This design comes from an exercise in tuning for small area and a short achievable clock period on the open sky130 flow, not from production work. Only simulation tests tie the RTL to the original design; equivalence was not proved.

==> indigo: inputs <==
Design neuron_intra_Nbits, start of the top module:
module neuron_intra_Nbits #(
parameter N = 16,
parameter N_INPUTS = 16,
parameter LOG_N_INPUTS = 4
) (
    input  wire                         clk,
    input  wire                         rst,
    input  wire                         en,
    input  wire signed [N*N_INPUTS-1:0] W,
    input  wire signed [N*N_INPUTS-1:0] X_N,
    output reg signed [         N-1:0] Out
);
==> flow/config.mk <==
export PLATFORM = sky130hd
export DESIGN_NAME = neuron_intra_Nbits
export DESIGN_NICKNAME = neuron_intra_Nbits
export VERILOG_FILES = /design/flow/design.v
export SDC_FILE = /design/flow/constraint.sdc
export NUM_CORES = 4
export LEC_CHECK = 0
export CAP_MARGIN = 40
export CORE_MARGIN = 2
export CORE_UTILIZATION = 40
export SLEW_MARGIN = 60
export SYNTH_HIERARCHICAL = 1
export SYNTH_MINIMUM_KEEP_SIZE = 0
==> flow/constraint.sdc <==
create_clock -name core_clock -period 14.0 [get_ports {clk}]
set_input_delay 2.8000 -clock core_clock [delete_from_list [all_inputs] [get_ports {clk}]]
set_output_delay 2.8000 -clock core_clock [all_outputs]
set_load 0.01 [all_outputs]
standard.sh (not shown) runs the stock make flow with config.mk's settings and CLKGATE_MAP_FILE= SYNTH_SCRIPT=/design/flow/synth_recipe.tcl, a recipe that flattens the netlist after the stock synthesis.
==> flow/flow/run.sh <==
#!/bin/bash
# Own layout flow: the standard flow (standard.sh: unchanged synthesis,
# constraints and steps), except that the port buffers that buffer_ports adds
# to every input and output are sky130_fd_sc_hd__buf_2 rather than the tool's
# default pick (clkdlybuf4s50_1, a slow delay cell twice the area).
# make's and each tool's full output goes to standard_finish.log here; ORFS
# also keeps a log per step under orfs/logs/.
set -euo pipefail
bash standard.sh "BUFFER_PORTS_ARGS=-buffer_cell sky130_fd_sc_hd__buf_2" finish > standard_finish.log 2>&1
test -s out/final.def
==> tundra (differences from indigo) <==
==> flow/flow/run.sh (replaced) <==
#!/bin/bash
# Own layout flow: the standard flow (standard.sh: unchanged synthesis,
# constraints and steps) with two changes in how the layout is made:
#  - the port buffers that buffer_ports adds to every input and output are
#    sky130_fd_sc_hd__buf_2 rather than the tool's default pick
#    (clkdlybuf4s50_1, a slow delay cell twice the area);
#  - the repair_timing run after clock-tree synthesis aims for 7.6 ns of setup
#    slack (SETUP_SLACK_MARGIN), so the resizer keeps shortening the worst
#    paths after they meet the 14 ns clock. Every other step keeps the default.
# make's and each tool's full output goes to the standard_*.log files here;
# ORFS also keeps a log per step under orfs/logs/.
set -euo pipefail
BP="BUFFER_PORTS_ARGS=-buffer_cell sky130_fd_sc_hd__buf_2"
bash standard.sh "$BP" place > standard_place.log 2>&1
bash standard.sh "$BP" SETUP_SLACK_MARGIN=7.6 cts > standard_cts.log 2>&1
bash standard.sh "$BP" finish > standard_finish.log 2>&1
test -s out/final.def
==> raven (differences from indigo) <==
==> flow/run.sh (new file) <==
#!/bin/bash
# synth_recipe.tcl (not shown) runs the flow's synth.tcl, then flattens the netlist and writes it again
# the make line also repeats each setting of config.mk as NAME=value (left out here)
make -C /OpenROAD-flow-scripts/flow DESIGN_CONFIG=/design/flow/config.mk WORK_HOME=/design/flow/orfs CLKGATE_MAP_FILE= SYNTH_SCRIPT=/design/flow/synth_recipe.tcl finish
removed: flow/flow/run.sh
removed: flow/standard.sh
==> comparison table <==
metric	indigo	tundra	raven
Result of the run	complete, no violations	complete, no violations	complete, no violations
Worst slack at placement	6.282 ns	6.282 ns	6.073 ns
Sequential share of cell area	0.09597	0.09514	0.09454
Source of the worst register-to-register timing path	cs[82]	cs[32]	cs[117]
Antenna cell count	32	27	23
Worst skew pair latency	0.73 ns	0.73 ns	0.72 ns
Sum of met3 wire segment lengths after detailed routing	67470 um	66940 um	66570 um
Via Count	83990	84260	83120
Launching element of the worst setup path	cs[82]	cs[32]	X_N[21]
Minimum setup slack among reg-to-reg paths	6.72 ns	7.40 ns	7.16 ns
Met1 Use GR	0.6022	0.6025	0.5692
Worst Reg2Reg Path Length in Cells	15	17	15
Number of buffers and inverters on the critical path	0	1	2
Area share of buffers outside the clock network	0.03360	0.03542	0.04966
# placed instances	12630	12630	12670

re-timing with driven ports:
Ports are ideal in the flow. The routed layouts listed here were re-timed in OpenROAD.
Step 1 assumes that a clkbuf_16 drives the clock port and a buf_2 every other input.
Step 2 also shifts input and output timing later by t, the mid clock arrival at the registers, as if the neighbouring blocks saw the same clock.
Three values: no drivers, after step 1, after step 2; two values: the first two.
run | t, ns | setup WS [ns] | clock arrival spread, ns
indigo | 0.805 | 6.722 / 6.722 / 6.077 | 0.060 / 0.059
tundra | 0.808 | 7.399 / 7.399 / 6.682 | 0.055 / 0.055
raven | 0.794 | 6.680 / 6.756 / 5.961 | 0.043 / 0.043
After both steps setup and hold are still met in every run listed. The setup slack of raven, which loses most, moves by +0.076 ns with the drivers and by -0.719 ns with both steps.
